From an optimization exercise on the open Yosys and OpenROAD flow, aimed at small area, a short achievable clock period and few clock cycles per item; shortcuts taken in it are not production practice.
In this exercise RTL edits were held to simulation tests only and were not proved equivalent to the original.
No activity file was given, so power comes from the tool's default toggle rates.

==> flow/design.v (outline; a module is shown in full before it is edited, if it fits) <==
// module SequentialMultiplier128Bit: 3053 lines
module SequentialMultiplier128Bit(
    input [127:0] a,
    input [127:0] b,
    input reset_n,
    input clk,
    output [255:0] p,
    output done
    );
  // ...
==> flow/run.sh <==
#!/bin/bash
# synth_recipe.tcl (not shown) runs the flow's synth.tcl, then flattens the netlist and writes it again
# the make line also repeats each setting of config.mk as NAME=value (left out here)
make -C /OpenROAD-flow-scripts/flow DESIGN_CONFIG=/design/flow/config.mk WORK_HOME=/design/flow/orfs CLKGATE_MAP_FILE= SYNTH_SCRIPT=/design/flow/synth_recipe.tcl finish
==> flow/config.mk <==
export PLATFORM = sky130hd
export DESIGN_NAME = SequentialMultiplier128Bit
export DESIGN_NICKNAME = SequentialMultiplier128Bit
export VERILOG_FILES = /design/flow/design.v
export SDC_FILE = /design/flow/constraint.sdc
export NUM_CORES = 4
export LEC_CHECK = 0
export CAP_MARGIN = 20
export CORE_MARGIN = 2
export CORE_UTILIZATION = 50
export SETUP_SLACK_MARGIN = 2.8
export SLEW_MARGIN = 20
==> flow/constraint.sdc <==
create_clock -name core_clock -period 5.5 [get_ports {clk}]
set_input_delay 1.1000 -clock core_clock [delete_from_list [all_inputs] [get_ports {clk}]]
set_output_delay 1.1000 -clock core_clock [all_outputs]
set_load 0.01 [all_outputs]
==> notes.md, run 1 <==
- Tcrit/Tclk final: around 65%
- Top post-synthesis cells by area: xnor2_1 (15%), dfxtp_1 (14%), fa_1 (12%)
- Status: finished clean
- Routed Antenna Nets: 0
- Clock power frac: a little under a fifth
- Critical path's largest stage delay: 480 ps
- DRC: 0
- Pint: around 0.012 W
- Worst path cell trace: ha_4 > nor2b_1 > o21ai_0 > nand2b_1 > a221o_2 > a2bb2oi_4 > buf_12 > buf_12 > a21oi_4 > buf_12 > buf_4 > buf_6 > o21ai_4 > buf_6 > a21oi_4 > or3_4 > nand3_2 > nand2_1
- CP Launch Type: flip-flop
- Gpl congestion: between 0.8 and 0.9
- Gr usage total: a little over a third
- DR WL met3: between 10 and 15 mm
- Worst R2R Path Depth: 18
- Final Cell Area: between 50000 and 60000 µm²
- Met3 usage: 6.637%
- Latest clock arrival within the worst-skew pair: between 600 and 700 ps
- Pwr top: combinational cells
- Fin Hold WS: ~450 ps
- Max clock buf depth: 3
- Critical path buffer and inverter count: 6
- Switch share: between 40% and 50%
- Peak VDD IR: just over 0.3 mV
- Cts bufs inserted: between 50 and 60
- Synthesis Warnings: 1
- Start point of the critical path: S[5]$_SDFF_PP0_
- Area leader, netlist: xnor2_1
- Ys flop type: dfxtp_1
- Largest family of logic cells by synthesized area: XOR/XNOR gates
- DR WL met2: 79.67 mm
- Reg-to-Reg Start: S[5]$_SDFF_PP0_
- Starting Density: 50.36%
- Nets: between 6000 and 7000
- Vias in the first global route: a little under 40000
- Power density over the cells: between 300 and 400 nW/µm²
- Post-synthesis sequential element count: approximately 440
- Largest class: multi-input gates
Testbench counts, summed over its fixed seeds: cycles 6,912, items 384.
==> run 2: changes to the inputs <==
--- a/flow/config.mk
+++ b/flow/config.mk
@@ -7,2 +7,3 @@
 export LEC_CHECK = 0
+export ABC_AREA = 1
 export CAP_MARGIN = 20
@@ -10,3 +11,4 @@
 export CORE_UTILIZATION = 50
-export SETUP_SLACK_MARGIN = 2.8
+export SETUP_SLACK_MARGIN = 3.0
 export SLEW_MARGIN = 20
+export TNS_END_PERCENT = 5
==> run 2 against run 1 <==
Compared with the run above:
- non-clock buffer count up 36
- power rose by 3.7%
- final cell count grew 28%
- via count grew 24%
- sequential power fell by 2%
- die area increased by 6.7%
- clock skew is 5.1 ps lower
- sequential cell count unchanged
- core utilization rose by 2.3 points
- critical endpoint is now C[26]$_DFF_P_
==> notes.md, run 2 <==
- Number of synthesized flops with an enable pin: 128 (unchanged)
- Area leader, netlist: dfxtp_1 (was xnor2_1)
- Root buf cell: clkbuf_16 (unchanged)
- Path category of the worst min-delay check: flip-flop to flip-flop (was input port to asynchronous set/reset pin)
- Die area: 97210 µm² (was 91140 µm²)
- Ys flop type: dfxtp_1 (unchanged)
- Nets: 7982 (was 6169)
- Most numerous cell in the Yosys netlist: nand2_1 (was xnor2_1)
- Fin crit period: 2918 ps (was 3555 ps)
- First-pass DRT Iterations: 6 (unchanged)
- Syn Inst Count: 6712 (was 5030)
- Share of cells above drive strength 1: 24.36% (was 26.64%)
- Yosys top cell area share: 12.72% (was 15.20%)
- Endpoint class of the critical path: flip-flop (unchanged)
- Crit Path Max Fanout: 7 (was 5)
- Status: finished clean (unchanged)
- Antenna violations before repair: 8 (was 23)
- Drt via density: 5.723 (was 5.946)
- Gpl congestion: 0.9150 (was 0.8979)
- Routed Antenna Nets: 0 (unchanged)
- Gr usage total: 38.84% (was 35.52%)
- Top post-synthesis cells by area: dfxtp_1 (13%), nand2_1 (12%), fa_1 (11%) (was xnor2_1 (15%), dfxtp_1 (14%), fa_1 (12%))
- Fmax: 342.7 MHz (was 281.3 MHz)
- Layout area overhead: 34.48% (was 30.56%)
- Power density over the cells: 346.2 nW/µm² (was 366.9 nW/µm²)
- Peak VDD IR: 0.3055 mV (was 0.3042 mV)
- Latest clock arrival within the worst-skew pair: 720 ps (was 670 ps)
- Regs by FF count: C x131, S x129, pl x128 (unchanged)
- # setup viols final: 0 (unchanged)
- Hold_buf cts: 0 (unchanged)
- Global route total overflow: 0 (unchanged)
- Synthesis Warnings: 1 (unchanged)
- I/O pin cnt: 515 (unchanged)
- DRC: 0 (unchanged)
- Post-synth ARST share: 1.379% (unchanged)
- Slew HR: 31.07% (was 27.36%)
- Worst endpoint required time: 6080 ps (was 6050 ps)
- Reg with most FFs: C (unchanged)
- Tcrit/Tclk final: 53.06% (was 64.64%)
- Largest register FFs: 131 (unchanged)
- Placed Cells: 8135 (was 6326)
- Syn Std Cell Area: 47370 µm² (was 44370 µm²)
- Pleak: 29.03 nW (was 22.25 nW)
- Starting Density: 50.60% (was 50.36%)
- Hold Fails Final Rpt: 0 (unchanged)
- Chip width: 311.8 µm (was 301.9 µm)
- Final std cells w/o fill: 8628 (was 6720)
- Cts bufs inserted: 56 (unchanged)
- Starting DRT DRC Count: 5522 (was 3443)
- Post-synthesis sequential area ratio: 21.15% (was 22.58%)
- H-tree levels: 2 (unchanged)
- Post-synthesis sequential element count: 435 (unchanged)
- Mapped Avg Cell Area: 7.057 µm² (was 8.821 µm²)
- Sink Count: 435 (unchanged)
- Critical path class: input port to flip-flop (was flip-flop to flip-flop)
- Routed WL: 199.6 mm (was 171.5 mm)
- Final Max Slew Viols: 0 (unchanged)
- DR WL/cell: 23.13 µm (was 25.52 µm)
- Max-cap violations: 0 (unchanged)
- Vias in the first global route: 46710 (was 39180)
- Commonest cells after routing, fill and taps aside: nand2_1 (1483), inv_1 (910), xor2_1 (505), a21oi_1 (409), nor2_1 (310) (was xnor2_1 (686), xor2_1 (332), nand2_1 (310), inv_1 (307), a22oi_1 (243))
- TritonCTS clock tree: done (unchanged)
- Clock skew: 50.78 ps (was 55.85 ps)
- Placed wire-length estimate: 121.7 mm (was 111.8 mm)
- Fin Hold WS: 525.7 ps (was 447.0 ps)
- Synth unique cells: 57 (was 81)
- Worst-path clk slew: 60 ps (was 70 ps)
- Largest net degree at the start of global routing: 129 (was 151)
- Routed via count: 49380 (was 39960)
- CP arrival: 3500 ps (was 4110 ps)
- Core Region: 93610 µm² (was 88100 µm²)
- Post-synth top cells: nand2_1 (1559), inv_1 (994), xor2_1 (576) (was xnor2_1 (770), inv_1 (375), xor2_1 (354))
- First-pass GRT wire length: 289.6 mm (was 246.4 mm)
- Unrepaired setup endpoints after global routing: true (unchanged)
- CP Launch Type: input port (was flip-flop)
- Num rows: 112 (was 109)
- Max clock buf depth: 3 (unchanged)
- Die Height: 311.8 µm (was 301.9 µm)
- IO buf count: 514 (unchanged)
- Post-Syn Nets: 7373 (was 5691)
- Commonest non-fill, non-tap cell in the layout: nand2_1 (was xnor2_1)
- Worst Max-Slew Pin Slew: 1034 ps (was 1080 ps)
- Final setup TNS: 0 ps (unchanged)
run 2: cell count changes after synthesis, sizes merged, moves of 123 or more:
cell,before,now
inv,376,1032
or2,13,136
a22oi,330,0
xor2,354,576
xnor2,770,217
nand3,35,283
o22ai,256,512
nand2,324,1588
a21oi,230,442
o21ai,243,116
run 2: kinds of logic after synthesis:
family,Yosys count,synth area share [%]
AND/OR/NAND/NOR,2446,22.33
buffers and inverters,1484,13.08
AO/OA/AOI/OAI,1149,14.04
XOR/XNOR,793,14.66
flip-flops,435,21.15
adder cells (fa/ha/maj),403,14.70
multiplexers,2,0.04226
run 2: layout make-up:
type                       instances  area, µm²
antenna                            5      12.51
clock buffer                      81       1645
clock inverter                    25      281.5
fill                            8048      29910
inverter                        1088       4757
multi-input combinational       4799      35710
sequential                       435      10300
tap                             1254       1569
timing repair buffer             896       9100
timing repair inverter            45      322.8
run 2: layer usage:
metal / up-vias / global-route usage [%] / wire length, µm
met5: - / 0 / 108
met4: 10 / 17.26 / 10450
met3: 644 / 9.357 / 22670
met2: 2804 / 60.24 / 87700
met1: 23410 / 51.28 / 78670
li1: 22510 / - / -
run 2: final timing paths:
path | start | endpoint | slack, ps | depth (start not counted)
hold reg to reg | cnt[3]$_DFFE_PN0N_ | cnt[3]$_DFFE_PN0N_ | 530 | 1
min in group asynchronous | reset_n | cnt[2]$_DFFE_PN0N_ | 920 | 2
max in group asynchronous | reset_n | done_r$_DFFE_PN0P_ | 3980 | 2
setup / recovery | b[28] | C[26]$_DFF_P_ | 2580 | 15
setup reg to reg | cnt[4]$_DFF_PN0_ | two[3]$_DFF_P_ | 2620 | 7
hold / removal | cnt[3]$_DFFE_PN0N_ | cnt[3]$_DFFE_PN0N_ | 530 | 1
run 2: stage by stage:
| stage | total power, W | cell area (µm²) | setup WS, ps | utilization (%) |
|---|---|---|---|---|
| 3_3_place_gp | 0.01494 | 53110 | 1521 | 56.74 |
| 4_1_cts | 0.02069 | 60420 | 2730 | 64.55 |
| 5_1_grt | 0.02349 | 63690 | 2556 | 68.04 |
| 3_5_place_dp | 0.01509 | 53110 | 1506 | 56.74 |
| 2_1_floorplan | 0.01275 | 48010 | 2467 | - |
| 6_report | 0.02205 | 63700 | 2582 | 68.05 |
run 2: timing repair:
action | in CTS | in global routing
setup endpoints to repair | 721 | 638
pin swaps | 334 | 210
gates cloned | 65 | 9
buffers inserted | 230 | 78
resized for setup | 1260 | 574
run 2: worst max-delay path, stage by stage:
cell        delay (ps)
buf_6               80
clkinvlp_4         240
buf_6              220
o22ai_2            140
xor2_1             210
fa_2               490
xnor2_2            180
xnor2_1            130
inv_1               80
buf_4              140
a21oi_2            140
nand2_2             90
nand2_1             80
nand2_1             50
o21ai_1            140
run 2: power breakdown:
part	total (W)	switching [W]	leakage, nW	internal, W
logic	0.0143	0.00784	24.2	0.00648
registers	0.00377	0.000257	3.86	0.00351
clock network	0.00397	0.00174	0.932	0.00223
==> run 3: changes to the inputs <==
--- a/flow/config.mk
+++ b/flow/config.mk
@@ -7,3 +7,2 @@
 export LEC_CHECK = 0
-export ABC_AREA = 1
 export CAP_MARGIN = 20
==> run 3 against run 2 <==
Compared with the run above:
- final area decreased by 16%
- still clean on timing, DRC and antenna
- largest power group unchanged
- critical path depth increased by 2
- largest cell class unchanged
- core utilization decreased by 7.6 points
- global-route usage fell by 5.5 points
- sequential cell count stayed put
- die area fell by 6.2%
- count of clock-buffer cells in the layout fell by 3
- area after synthesis decreased by 6.3%
==> notes.md, run 3 <==
- Num rows: 109 (was 112)
- Endpoint class of the critical path: flip-flop (unchanged)
- Post-synth top cells: xnor2_1 (770), inv_1 (375), xor2_1 (354) (was nand2_1 (1559), inv_1 (994), xor2_1 (576))
- Tcrit/Tclk final: 62.12% (was 53.06%)
- Starting DRT DRC Count: 3177 (was 5522)
- Peak VDD IR: 0.2927 mV (was 0.3055 mV)
- Path category of the worst min-delay check: input port to asynchronous set/reset pin (was flip-flop to flip-flop)
- CP Launch Type: flip-flop (was input port)
- Chip width: 301.9 µm (was 311.8 µm)
- Gpl congestion: 0.9086 (was 0.9150)
- Global route total overflow: 0 (unchanged)
- Layout area overhead: 20.05% (was 34.48%)
- Die area: 91140 µm² (was 97210 µm²)
- Die Height: 301.9 µm (was 311.8 µm)
- Routed via count: 38110 (was 49380)
- Placed Cells: 6315 (was 8135)
- # setup viols final: 0 (unchanged)
- Fmax: 292.7 MHz (was 342.7 MHz)
- Crit Path Max Fanout: 6 (was 7)
- Fin Hold WS: 421.4 ps (was 525.7 ps)
- Core Region: 88100 µm² (was 93610 µm²)
- Unrepaired setup endpoints after global routing: true (unchanged)
- Cts bufs inserted: 56 (unchanged)
- I/O pin cnt: 515 (unchanged)
- Largest register FFs: 131 (unchanged)
- Clock power frac: 19.7% (was 18.0%)
- IO buf count: 514 (unchanged)
- Synthesis Warnings: 1 (unchanged)
- Comb power frac: 60.2% (was 64.9%)
- DRC: 0 (unchanged)
- Final Util: 60.46% (was 68.05%)
- Sink Count: 435 (unchanged)
- Latest clock arrival within the worst-skew pair: 660 ps (was 720 ps)
- Final setup TNS: 0 ps (unchanged)
- Flop pwr share: 20.0% (was 17.1%)
- Nets: 5940 (was 7982)
- Ys flop type: dfxtp_1 (unchanged)
- Post-Syn Nets: 5691 (was 7373)
- CP arrival: 3910 ps (was 3500 ps)
- Post-synth ARST share: 1.379% (unchanged)
- Switch share: 42.05% (was 44.61%)
- Gr usage total: 33.31% (was 38.84%)
- Final std cells w/o fill: 6500 (was 8628)
- First-pass DRT Iterations: 6 (unchanged)
- Number of synthesized flops with an enable pin: 128 (unchanged)
- Clock skew: 31.42 ps (was 50.78 ps)
- Fill count: 7879 (was 8048)
- Post-synthesis sequential element count: 435 (unchanged)
- Syn Inst Count: 5030 (was 6712)
- Worst endpoint required time: 5990 ps (was 6080 ps)
- Power density over the cells: 369.6 nW/µm² (was 346.2 nW/µm²)
- Routed WL: 157.4 mm (was 199.6 mm)
- H-tree levels: 2 (unchanged)
- Regs by FF count: C x131, S x129, pl x128 (unchanged)
- Status: finished clean (unchanged)
- Commonest cells after routing, fill and taps aside: xnor2_1 (763), clkdlybuf4s50_1 (481), xor2_1 (354), inv_1 (352), a22oi_1 (326) (was nand2_1 (1483), inv_1 (910), xor2_1 (505), a21oi_1 (409), nor2_1 (310))
- Vias in the first global route: 37400 (was 46710)
- DR WL/cell: 24.22 µm (was 23.13 µm)
- Pint: 0.01141 W (was 0.01222 W)
- Post-synthesis sequential area ratio: 22.58% (was 21.15%)
- Starting Density: 50.36% (was 50.60%)
- Reg with most FFs: C (unchanged)
- Top post-synthesis cells by area: xnor2_1 (15%), dfxtp_1 (14%), fa_1 (12%) (was dfxtp_1 (13%), nand2_1 (12%), fa_1 (11%))
- Hold_buf cts: 0 (unchanged)
- Hold Fails Final Rpt: 0 (unchanged)
- Drt via density: 5.863 (was 5.723)
- Yosys top cell area share: 15.20% (was 12.72%)
- Antenna violations before repair: 14 (was 8)
- Worst-path clk slew: 60 ps (about the same)
- Slew HR: 24.80% (was 31.07%)
- Largest net degree at the start of global routing: 149 (was 129)
- Mapped Avg Cell Area: 8.821 µm² (was 7.057 µm²)
- Routed Antenna Nets: 0 (unchanged)
- TritonCTS clock tree: done (unchanged)
- Area leader, netlist: xnor2_1 (was dfxtp_1)
- Synth unique cells: 81 (was 57)
- Final Max Slew Viols: 0 (unchanged)
- NetSw: 0.008280 W (was 0.009838 W)
- Worst Max-Slew Pin Slew: 1128 ps (was 1034 ps)
- Max clock buf depth: 3 (unchanged)
- First-pass GRT wire length: 233.4 mm (was 289.6 mm)
- Most numerous cell in the Yosys netlist: xnor2_1 (was nand2_1)
- Root buf cell: clkbuf_16 (unchanged)
- Placed wire-length estimate: 109.9 mm (was 121.7 mm)
- Syn Std Cell Area: 44370 µm² (was 47370 µm²)
- Commonest non-fill, non-tap cell in the layout: xnor2_1 (was nand2_1)
- Critical path class: flip-flop to flip-flop (was input port to flip-flop)
- Share of cells above drive strength 1: 11.74% (was 24.36%)
- Fin crit period: 3417 ps (was 2918 ps)
- Pleak: 19.52 nW (was 29.03 nW)
- Max-cap violations: 0 (unchanged)
run 3: cell count changes after synthesis, moves of 121 or more:
cell / delta
a21oi_1: -212
nand3_1: -208
mux2_2: +121
xor2_1: -222
xnor2_1: +553
nand2_1: -1235
inv_1: -619
or2_2: -122
o22ai_1: -256
a22oi_1: +329
run 3: layout make-up:
cell class / count / area [µm²] / share of cell area (%)
clock inverter: 26 / 336.6 / 0.6319
antenna: 10 / 25.02 / 0.04698
clock buffer: 78 / 1575 / 2.957
tap: 1165 / 1458 / 2.737
inverter: 378 / 1436 / 2.697
timing repair buffer: 634 / 6336 / 11.90
multi-input combinational: 3774 / 31950 / 59.97
sequential: 435 / 10150 / 19.06
run 3: per-layer routing:
metal	wire length, µm	vias up	part of all wire [%]	track usage [%]
met5	92	-	0.058	0
met4	5752	16	3.7	11.63
met3	15020	318	9.5	7.448
met2	71430	1696	45	53.17
met1	65140	18530	41	44.45
li1	-	17550	-	-
run 3: critical path: stages, from the launching register on:
cell and delay, ps:
dfxtp_1 350, ha_1 370, nand4_1 210, nor2_1 350, o311ai_2 190, nor2_4 150
a2bb2oi_4 70, buf_12 130, buf_6 110, buf_12 120, a21oi_4 130, buf_12 160
o21ai_4 70, buf_6 140, a21o_4 220, a21oi_4 180, mux2i_1 210, o21ai_1 70
run 3: power by group through the flow:
stage | registers (W) | clock network (W) | logic (W)
6_report | 0.00395 | 0.00389 | 0.0119
5_1_grt | 0.00396 | 0.00406 | 0.0130
4_1_cts | 0.00394 | 0.00394 | 0.0116
3_5_place_dp | 0.00403 | 0 | 0.0114
3_3_place_gp | 0.00404 | 0 | 0.0113
2_1_floorplan | 0.00368 | 0 | 0.00939
run 3: per-stage QoR:
stage                     area (µm²)  setup WS, ps  power (W)
after floorplan                44500          2366    0.01307
after global placement         49360          1492    0.01538
after detailed placement       49360          1450    0.01546
after CTS                      52660          2130    0.01951
after global routing           53250          1910    0.02102
final                          53270          2083    0.01969
run 3: cell families after synthesis:
family	synth area share, %
AO/OA/AOI/OAI	18.08
XOR/XNOR	22.19
buffers and inverters	8.028
AND/OR/NAND/NOR	7.783
adder cells (fa/ha/maj)	17.66
flip-flops	22.58
multiplexers	3.683
run 3: repair_timing:
| item | 4_1_cts | 5_1_grt |
|---|---|---|
| resized for setup | 240 | 99 |
| setup buffers | 53 | 18 |
| setup endpoints to repair | 665 | 672 |
| pin swaps | 68 | 47 |
run 3: path summary, 6_finish.rpt:
kind / startpoint / to / depth (start not counted) / slack (ps)
setup reg to reg: S[13]$_SDFF_PP0_ / C[66]$_DFF_P_ / 17 / 2080
setup / recovery: S[13]$_SDFF_PP0_ / C[66]$_DFF_P_ / 17 / 2080
max in group asynchronous: reset_n / cnt[4]$_DFF_PN0_ / 1 / 4710
hold reg to reg: cnt[3]$_DFFE_PN0N_ / cnt[3]$_DFFE_PN0N_ / 1 / 500
hold / removal: reset_n / done_r$_DFFE_PN0P_ / 1 / 420
min in group core_clock: cnt[3]$_DFFE_PN0N_ / cnt[3]$_DFFE_PN0N_ / 1 / 500

==> port drivers added, routing unchanged <==
How much do the figures lean on ideal ports? The routed layouts below were timed once more, with nothing changed but the port constraints.
Step 1 (the two cells are an assumption about what drives the block):
set clk [get_ports {clk}]
set_driving_cell -lib_cell sky130_fd_sc_hd__clkbuf_16 $clk
set_driving_cell -lib_cell sky130_fd_sc_hd__buf_2 [delete_from_list [all_inputs] $clk]
Step 2 moves the port delays by t, midway between the first and last clock arrival at a register: inputs arrive t later, outputs are due t later. That takes back most of the time a late clock gives input paths.
a / b / c = no drivers / after step 1 / after step 2; a / b = the first two.
run | t (ns) | slack for setup (ns) | worst slew at a driven data input, ns
run 1 | 0.718 | 1.945 / 1.945 / 1.682 | 0.14
run 2 | 0.772 | 2.582 / 2.622 / 1.850 | 0.16
run 3 | 0.721 | 2.083 / 2.083 / 1.401 | 0.18
After both steps every run listed still meets setup and hold. The setup slack of run 2, which loses most, moves by +0.040 ns with the drivers and by -0.732 ns with both steps.
